This design comes from an exercise in tuning for small area on the open sky130 flow, not from production work. Where RTL was checked, it was by simulation tests only, not by an equivalence proof against the original. No activity file was given, so power comes from the tool's default toggle rates. The clock port is modelled as an ideal driver; clocking choices that lean on that would not hold on a real chip.

Design systolic, start of the top module:
module systolic(
    input CLK,
    input [8*8-1:0] i_Data_I_In,
    input [4*8-1:0] i_Data_W_In,
    input [4-1:0] i_EN_W_In,
    input [3-1:0] i_EN_ID_In,
    input [4*24-1:0] i_Psum_In,
    output [4*24-1:0] o_Psum_Out,
    input  [4*16-1:0] i_Addr_P_In,
    input  [4*1-1:0] i_Valid_P_In,
    output [4*16-1:0] o_Addr_P_Out,
    output [4*1-1:0] o_Valid_P_Out
);
For scale: roughly 6700 cells after synthesis, about 430 I/O pins.
export LEC_CHECK = 0
export CAP_MARGIN = 20
export CORE_MARGIN = 2
export CORE_UTILIZATION = 55
export CTS_BUF_LIST = sky130_fd_sc_hd__clkbuf_4 sky130_fd_sc_hd__clkbuf_8
export CTS_CLUSTER_SIZE = 30
export PLACE_DENSITY = 0.7
export SLEW_MARGIN = 20
export SYNTH_HIERARCHICAL = 1
export SYNTH_MINIMUM_KEEP_SIZE = 0
create_clock -name core_clock -period 8.0 [get_ports {CLK}]
run.sh (not shown) runs the stock make flow with config.mk's settings and CLKGATE_MAP_FILE= SYNTH_SCRIPT=/design/flow/synth_recipe.tcl, a recipe that flattens the netlist after the stock synthesis.
The first run produced a clean layout.
Change:
==> flow/flow/run.sh (new file) <==
#!/bin/bash
# Own layout flow: the standard synthesis, then area recovery on its netlist
# (flow/downsize.py puts combinational cells that abc sized up back to drive 1;
# registers are untouched), then the standard layout from floorplan to finish,
# with a clock tree built from larger sink clusters and without dummy loads, and drive-1 port buffers.
# Each step writes its full output to its own log file in this folder.
set -euo pipefail
R=orfs/results/$FLOW_PLATFORM/systolic/base
bash standard.sh synth > synth.log 2>&1
python3 flow/downsize.py $R/1_2_yosys.v \
  $FLOW_HOME/platforms/$FLOW_PLATFORM/lib/sky130_fd_sc_hd__tt_025C_1v80.lib > downsize.log 2>&1
rm -f $R/1_synth.odb
bash standard.sh \
  CTS_ARGS="-sink_clustering_enable -repair_clock_nets -dont_use_dummy_load -sink_clustering_size 24 -sink_clustering_max_diameter 120" \
  BUFFER_PORTS_ARGS="-buffer_cell sky130_fd_sc_hd__buf_1" \
  finish > layout.log 2>&1
==> flow/flow/downsize.py (new file) <==
#!/usr/bin/env python3
"""Area recovery on the synthesised netlist: every combinational cell that abc
sized up (drive strength 2 or more) goes back to its drive-1 variant when the
library has one.  Flip-flops, buffers and adder cells are left as they are; the
layout's own repair steps size cells up again where timing needs it."""
import re
import sys

net, lib = sys.argv[1], sys.argv[2]
cells = set(re.findall(r'cell\s*\(\s*"?(sky130_fd_sc_hd__\w+?)"?\s*\)', open(lib).read()))
keep = re.compile(r"sky130_fd_sc_hd__(df|edf|sdf|dl|buf|clk|fa_|ha_|conb|tap|fill|decap|diode)")
text = open(net).read()
count = {}


def sub(m):
    name = m.group(0)
    if keep.match(name):
        return name
    base, drive = m.group(1), m.group(2)
    small = f"{base}_1"
    if drive not in ("1", "0") and small in cells:
        count[name] = count.get(name, 0) + 1
        return small
    return name


text = re.sub(r"\b(sky130_fd_sc_hd__\w+?)_(\d+)\b", sub, text)
open(net, "w").write(text)
for k, v in sorted(count.items()):
    print(f"{k} -> _1: {v}")
==> flow/standard.sh (new file) <==
#!/bin/bash
# synth_recipe.tcl (not shown) runs the flow's synth.tcl, then flattens the netlist and writes it again
# the make line also repeats each setting of config.mk as NAME=value (left out here)
make -C /OpenROAD-flow-scripts/flow DESIGN_CONFIG=/design/flow/config.mk WORK_HOME=/design/flow/orfs CLKGATE_MAP_FILE= SYNTH_SCRIPT=/design/flow/synth_recipe.tcl "${@:-finish}"
Settings changed: CTS_BUF_LIST sky130_fd_sc_hd__clkbuf_4 sky130_fd_sc_hd__clkbuf_8 to default, CTS_CLUSTER_SIZE 30 to default.
removed: flow/run.sh
After rerunning: The changed run went through all stages and came out clean; sequential share of layout area is higher by 4.8 points; die area decreases by 5.5%; setup slack improved by 0.019 ns; total power went down by 16%; combinational power falls by about 10%; via count goes down by 4.9%; synthesized area decreases by 5.5%; cell area is lower by 12%; sequential power is about the same.
Change:
==> flow/run.sh (new file) <==
#!/bin/bash
# synth_recipe.tcl (not shown) runs the flow's synth.tcl, then flattens the netlist and writes it again
# the make line also repeats each setting of config.mk as NAME=value (left out here)
make -C /OpenROAD-flow-scripts/flow DESIGN_CONFIG=/design/flow/config.mk WORK_HOME=/design/flow/orfs CLKGATE_MAP_FILE= SYNTH_SCRIPT=/design/flow/synth_recipe.tcl finish
Settings changed: CORE_UTILIZATION 55 to 45, PLACE_DENSITY 0.7 to 0.6.
removed: flow/flow/run.sh
removed: flow/flow/downsize.py
removed: flow/standard.sh
Core utilization came out lower by 7.1 points.
Final area came out higher by about 15%.
Global-route usage came out lower by 1.4 points.
Routed wire length came out higher by about 20%.
Cell count came out higher by about 11%.
Fmax came out lower by 1.4%.
Clock power came out higher by 100%.
Die area came out higher by about 30%.
Worst hold slack is better by 0.033 ns.
Change:
==> flow/flow/run.sh (new file) <==
#!/bin/bash
# Own layout flow: the standard synthesis, then area recovery on its netlist
# (flow/downsize.py puts combinational cells that abc sized up back to drive 1;
# registers are untouched), then the standard layout from floorplan to finish,
# with a clock tree built from larger sink clusters and without dummy loads.
# Each step writes its full output to its own log file in this folder.
set -euo pipefail
R=orfs/results/$FLOW_PLATFORM/systolic/base
bash standard.sh synth > synth.log 2>&1
python3 flow/downsize.py $R/1_2_yosys.v \
  $FLOW_HOME/platforms/$FLOW_PLATFORM/lib/sky130_fd_sc_hd__tt_025C_1v80.lib > downsize.log 2>&1
rm -f $R/1_synth.odb
bash standard.sh \
  CTS_ARGS="-sink_clustering_enable -repair_clock_nets -dont_use_dummy_load -sink_clustering_size 24 -sink_clustering_max_diameter 120" \
  finish > layout.log 2>&1
==> flow/flow/downsize.py (new file) <==
#!/usr/bin/env python3
"""Area recovery on the synthesised netlist: every combinational cell that abc
sized up (drive strength 2 or more) goes back to its drive-1 variant when the
library has one.  Flip-flops, buffers and adder cells are left as they are; the
layout's own repair steps size cells up again where timing needs it."""
import re
import sys

net, lib = sys.argv[1], sys.argv[2]
cells = set(re.findall(r'cell\s*\(\s*"?(sky130_fd_sc_hd__\w+?)"?\s*\)', open(lib).read()))
keep = re.compile(r"sky130_fd_sc_hd__(df|edf|sdf|dl|buf|clk|fa_|ha_|conb|tap|fill|decap|diode)")
text = open(net).read()
count = {}


def sub(m):
    name = m.group(0)
    if keep.match(name):
        return name
    base, drive = m.group(1), m.group(2)
    small = f"{base}_1"
    if drive not in ("1", "0") and small in cells:
        count[name] = count.get(name, 0) + 1
        return small
    return name


text = re.sub(r"\b(sky130_fd_sc_hd__\w+?)_(\d+)\b", sub, text)
open(net, "w").write(text)
for k, v in sorted(count.items()):
    print(f"{k} -> _1: {v}")
==> flow/standard.sh (new file) <==
#!/bin/bash
# synth_recipe.tcl (not shown) runs the flow's synth.tcl, then flattens the netlist and writes it again
# the make line also repeats each setting of config.mk as NAME=value (left out here)
make -C /OpenROAD-flow-scripts/flow DESIGN_CONFIG=/design/flow/config.mk WORK_HOME=/design/flow/orfs CLKGATE_MAP_FILE= SYNTH_SCRIPT=/design/flow/synth_recipe.tcl "${@:-finish}"
Settings changed: CORE_UTILIZATION 45 to 55, PLACE_DENSITY 0.6 to 0.7.
removed: flow/run.sh
The changed run completed without violations.
Sequential power barely changes.
Combinational power is lower by about 4%.
Via count is lower by 2.5%.
Die area is lower by 23%.
Maximum frequency is about the same.
Total power is lower by 14%.
Core utilization is higher by 8.9 points.
Wire length is lower by 15%.
Global-route usage is higher by 1.8 points.
Worst setup slack hardly moves.
Clock-buffer cell count is lower by 193.
Change:
==> flow/flow/run.sh (replaced) <==
#!/bin/bash
# Own layout flow: the standard synthesis, then area recovery on its netlist
# (flow/downsize.py puts combinational cells that abc sized up back to drive 1;
# registers are untouched), then the standard layout from floorplan to finish.
# Each step writes its full output to its own log file in this folder.
set -euo pipefail
R=orfs/results/$FLOW_PLATFORM/systolic/base
bash standard.sh synth > synth.log 2>&1
python3 flow/downsize.py $R/1_2_yosys.v \
  $FLOW_HOME/platforms/$FLOW_PLATFORM/lib/sky130_fd_sc_hd__tt_025C_1v80.lib > downsize.log 2>&1
rm -f $R/1_synth.odb
bash standard.sh finish > layout.log 2>&1
Settings changed: CORE_UTILIZATION 55 to 45, PLACE_DENSITY 0.7 to 0.6.
Outcome:
- total power increases by 14%
- flip-flop and latch count stays the same
- hold slack is worse by 0.019 ns

Setup of red:
Another version of the RTL of systolic (not shown whole).
Size in the first run: roughly 94000 µm² of cells after synthesis.
==> flow/config.mk <==
export PLATFORM = sky130hd
export DESIGN_NAME = systolic
export DESIGN_NICKNAME = systolic
export VERILOG_FILES = /design/flow/design.v
export SDC_FILE = /design/flow/constraint.sdc
export NUM_CORES = 4
export LEC_CHECK = 0
export CAP_MARGIN = 20
export CORE_MARGIN = 2
export CORE_UTILIZATION = 55
export GPL_TIMING_DRIVEN = 0
export PLACE_DENSITY = 0.7
export SLEW_MARGIN = 20
export SYNTH_HIERARCHICAL = 1
export SYNTH_MINIMUM_KEEP_SIZE = 0
==> flow/constraint.sdc <==
create_clock -name core_clock -period 8.0 [get_ports {CLK}]
set_input_delay 1.6000 -clock core_clock [delete_from_list [all_inputs] [get_ports {CLK}]]
set_output_delay 1.6000 -clock core_clock [all_outputs]
set_load 0.01 [all_outputs]
standard.sh (not shown) runs the stock make flow with config.mk's settings and CLKGATE_MAP_FILE= SYNTH_SCRIPT=/design/flow/synth_recipe.tcl, a recipe that flattens the netlist after the stock synthesis.
==> flow/flow/run.sh <==
#!/bin/bash
# Own layout flow: the standard synthesis, then area recovery on its netlist
# (flow/downsize.py puts combinational cells that abc sized up back to drive 1;
# registers are untouched), then the standard layout from floorplan to finish,
# with a clock tree built from larger sink clusters and without dummy loads, and drive-1 port buffers.
# Each step writes its full output to its own log file in this folder.
set -euo pipefail
R=orfs/results/$FLOW_PLATFORM/systolic/base
bash standard.sh synth > synth.log 2>&1
python3 flow/downsize.py $R/1_2_yosys.v \
  $FLOW_HOME/platforms/$FLOW_PLATFORM/lib/sky130_fd_sc_hd__tt_025C_1v80.lib > downsize.log 2>&1
rm -f $R/1_synth.odb
bash standard.sh \
  CTS_ARGS="-sink_clustering_enable -repair_clock_nets -dont_use_dummy_load -sink_clustering_size 32 -sink_clustering_max_diameter 140" \
  BUFFER_PORTS_ARGS="-buffer_cell sky130_fd_sc_hd__buf_1" \
  finish > layout.log 2>&1
==> flow/flow/downsize.py <==
#!/usr/bin/env python3
"""Area recovery on the synthesised netlist: every combinational cell that abc
sized up (drive strength 2 or more) goes back to its drive-1 variant when the
library has one.  Flip-flops, buffers and adder cells are left as they are; the
layout's own repair steps size cells up again where timing needs it."""
import re
import sys

net, lib = sys.argv[1], sys.argv[2]
cells = set(re.findall(r'cell\s*\(\s*"?(sky130_fd_sc_hd__\w+?)"?\s*\)', open(lib).read()))
keep = re.compile(r"sky130_fd_sc_hd__(df|edf|sdf|dl|buf|clk|fa_|ha_|conb|tap|fill|decap|diode)")
text = open(net).read()
count = {}


def sub(m):
    name = m.group(0)
    if keep.match(name):
        return name
    base, drive = m.group(1), m.group(2)
    small = f"{base}_1"
    if drive not in ("1", "0") and small in cells:
        count[name] = count.get(name, 0) + 1
        return small
    return name


text = re.sub(r"\b(sky130_fd_sc_hd__\w+?)_(\d+)\b", sub, text)
open(net, "w").write(text)
for k, v in sorted(count.items()):
    print(f"{k} -> _1: {v}")
### red -> blue
# red
export LEC_CHECK = 0
export CAP_MARGIN = 20
export CORE_MARGIN = 2
export CORE_UTILIZATION = 55
export GPL_TIMING_DRIVEN = 0
export PLACE_DENSITY = 0.7
export SLEW_MARGIN = 20
export SYNTH_HIERARCHICAL = 1
export SYNTH_MINIMUM_KEEP_SIZE = 0
create_clock -name core_clock -period 8.0 [get_ports {CLK}]
# blue
export LEC_CHECK = 0
export CAP_MARGIN = 5
export CORE_MARGIN = 2
export CORE_UTILIZATION = 55
export GPL_TIMING_DRIVEN = 0
export PLACE_DENSITY = 0.7
export SLEW_MARGIN = 5
export SYNTH_HIERARCHICAL = 1
export SYNTH_MINIMUM_KEEP_SIZE = 0
create_clock -name core_clock -period 8.0 [get_ports {CLK}]
-- flow/flow/run.sh --
<<< red, line 14
  CTS_ARGS="-sink_clustering_enable -repair_clock_nets -dont_use_dummy_load -sink_clustering_size 32 -sink_clustering_max_diameter 140" \
>>> blue, line 14
  CTS_ARGS="-sink_clustering_enable -repair_clock_nets -dont_use_dummy_load -sink_clustering_size 24 -sink_clustering_max_diameter 120" \
==> summary.txt <==
Looking at power across both flows, blue is the weaker of the two, with red ahead.
red and blue ended up with nearly the same global-route usage over all layers.
red ended up with fa_1 as its cell type of the slowest stage on the worst timing path; blue ended up with fa_2.
Routed via count was higher in the run labelled blue.
--- input diff blue..green ---
# blue
export LEC_CHECK = 0
export CAP_MARGIN = 5
export CORE_MARGIN = 2
export CORE_UTILIZATION = 55
export GPL_TIMING_DRIVEN = 0
export PLACE_DENSITY = 0.7
export SLEW_MARGIN = 5
export SYNTH_HIERARCHICAL = 1
export SYNTH_MINIMUM_KEEP_SIZE = 0
create_clock -name core_clock -period 8.0 [get_ports {CLK}]
# green
export LEC_CHECK = 0
export CAP_MARGIN = 20
export CORE_MARGIN = 2
export CORE_UTILIZATION = 55
export GPL_TIMING_DRIVEN = 0
export PLACE_DENSITY = 0.7
export SLEW_MARGIN = 20
export SYNTH_HIERARCHICAL = 1
export SYNTH_MINIMUM_KEEP_SIZE = 0
create_clock -name core_clock -period 8.0 [get_ports {CLK}]
## What came out
green: done, clean on timing, DRC and antenna
Diff blue and green: worst hold slack higher in green
Where headroom to the max-slew limit is concerned, blue is outperformed by green.
Via count of the first global-routing pass of blue is on par with green.
Per the comparison of green with blue, vertical die dimension saw little to no change, switching share of power roughly the same.
Final design area excluding fillers: green vs blue — no meaningful difference
For internal power component, green and blue come out practically identical.
Status: overall power of the completed layout parity (green, blue)

systolic, a different RTL version from the one above (not shown whole).
Size: about 2000 flip-flops.
==> flow/config.mk <==
export PLATFORM = sky130hd
export DESIGN_NAME = systolic
export DESIGN_NICKNAME = systolic
export VERILOG_FILES = /design/flow/design.v
export SDC_FILE = /design/flow/constraint.sdc
export NUM_CORES = 4
export LEC_CHECK = 0
export ABC_AREA = 1
export CAP_MARGIN = 20
export CORE_MARGIN = 2
export CORE_UTILIZATION = 45
export PLACE_DENSITY = 0.6
export SLEW_MARGIN = 20
==> flow/constraint.sdc <==
create_clock -name core_clock -period 8.0 [get_ports {CLK}]
set_input_delay 1.6000 -clock core_clock [delete_from_list [all_inputs] [get_ports {CLK}]]
set_output_delay 1.6000 -clock core_clock [all_outputs]
set_load 0.01 [all_outputs]
run.sh (not shown) runs the stock make flow with config.mk's settings and CLKGATE_MAP_FILE= SYNTH_SCRIPT=/design/flow/synth_recipe.tcl, a recipe that flattens the netlist after the stock synthesis.
Stock flow here: none of the scripts above is used.
The starting point passed the timing, DRC and antenna checks.
Rerun with:
--- a/flow/config.mk
+++ b/flow/config.mk
@@ -6,5 +6,4 @@
 export NUM_CORES = 4
 export LEC_CHECK = 0
-export ABC_AREA = 1
 export CAP_MARGIN = 20
 export CORE_MARGIN = 2
What happened: The new run produced a clean layout. Setup slack got worse by 0.032 ns. Design area climbs by 8.9%. Routed wire length climbs by about 13%. Power climbs by 3.5%. Combinational power climbs by about 6%. Sequential power is about the same. Global-route usage climbs by 0.15 points. Clock-buffer cell count climbs by 10. Via count climbs by about 8%. Clock power climbs by about 4%.
No functional check of the RTL was part of any run of this note.

job 101:
Another version of the RTL of systolic (not shown whole).
Size in the first run: about 6,500 cells after synthesis.
clock: 8.0 ns
lec_check: 0
cap_margin: 20
core_margin: 2
core_utilization: 55
gpl_timing_driven: 0
place_density: 0.7
slew_margin: 20
synth_hierarchical: 1
synth_minimum_keep_size: 0
standard.sh (not shown) runs the stock make flow with config.mk's settings and CLKGATE_MAP_FILE= SYNTH_SCRIPT=/design/flow/synth_recipe.tcl, a recipe that flattens the netlist after the stock synthesis.
==> flow/flow/run.sh <==
#!/bin/bash
# Own layout flow: the standard synthesis, then area recovery on its netlist
# (flow/downsize.py puts combinational cells that abc sized up back to drive 1;
# registers are untouched), then the standard layout from floorplan to finish,
# with a clock tree built from larger sink clusters and without dummy loads, and drive-1 port buffers.
# Each step writes its full output to its own log file in this folder.
set -euo pipefail
R=orfs/results/$FLOW_PLATFORM/systolic/base
bash standard.sh synth > synth.log 2>&1
python3 flow/downsize.py $R/1_2_yosys.v \
  $FLOW_HOME/platforms/$FLOW_PLATFORM/lib/sky130_fd_sc_hd__tt_025C_1v80.lib > downsize.log 2>&1
rm -f $R/1_synth.odb
bash standard.sh \
  CTS_ARGS="-sink_clustering_enable -repair_clock_nets -dont_use_dummy_load -sink_clustering_size 24 -sink_clustering_max_diameter 120" \
  BUFFER_PORTS_ARGS="-buffer_cell sky130_fd_sc_hd__buf_1" \
  finish > layout.log 2>&1
Scripts as last shown in full above: flow/flow/downsize.py
Job 101 finished every step from synthesis to the final layout, and the layout passed the timing, DRC and antenna checks.
What job 102 does differently from job 101 at the input level:
- GPL_TIMING_DRIVEN changed from 0 to 1
### Flow results
- Looking at combined area of the multi-input logic cells, job 102 sits below job 101.
- Going from job 101 to job 102, post-route clock period utilization dropped 1.1 points; post-layout minimum cycle time went down by 0.087 ns.
Function was not checked in any run of this note: the RTL went through the layout flow alone.

port drivers added, routing unchanged:
The results above use ideal ports. As a check the final layouts listed here were re-extracted and re-timed, cells and wires unchanged.
Step 1: set_driving_cell puts a clkbuf_16 on CLK and a buf_2 on each other input, an assumption about the parent block.
Step 2 adds t to the input delays and takes it off the output delays; t is the mean of the earliest and latest rising clock arrival at the registers after step 1. Input paths then give back, and output paths get back, about the clock's delay inside the block.
a / b / c = ideal / step 1 / step 2; a / b = the first two.
| run | t (ns) | slack for setup (ns) | hold slack, ns | worst setup path at the end |
|---|---|---|---|---|
| the first run of note 1 | 1.105 | 0.204 / 0.213 / -0.892 | 0.312 / 0.312 / 0.312 | input to register |
| the second run of note 1 | 0.800 | 0.223 / 0.223 / -0.483 | 0.269 / 0.269 / 0.269 | input to register |
| the third run of note 1 | 0.931 | 0.110 / 0.095 / -0.837 | 0.302 / 0.302 / 0.302 | input to register |
| the fourth run of note 1 | 0.815 | 0.112 / 0.140 / -0.675 | 0.319 / 0.319 / 0.319 | input to register |
| the fifth run of note 1 | 0.943 | 0.109 / 0.173 / -0.770 | 0.300 / 0.300 / 0.300 | input to register |
| red | 0.792 | 0.267 / 0.281 / -0.493 | 0.281 / 0.281 / 0.281 | input to register |
| blue | 0.792 | 0.304 / 0.322 / -0.440 | 0.284 / 0.284 / 0.284 | input to register |
| green | 0.790 | 0.267 / 0.267 / -0.444 | 0.289 / 0.289 / 0.289 | input to register |
| the first run of note 3 | 0.938 | 0.203 / 0.223 / -0.715 | 0.304 / 0.304 / 0.304 | input to register |
| the second run of note 3 | 0.969 | 0.170 / 0.236 / -0.733 | 0.318 / 0.318 / 0.318 | input to register |
| job 101 | 0.829 | 0.177 / 0.204 / -0.625 | 0.305 / 0.305 / 0.305 | input to register |
| job 102 | 0.823 | 0.264 / 0.311 / -0.512 | 0.275 / 0.275 / 0.275 | input to register |
Met with ideal ports but missed after step 2: setup timing in every run listed. The setup slack of the first run of note 1, which loses most, moves by +0.009 ns with the drivers and by -1.096 ns with both steps.
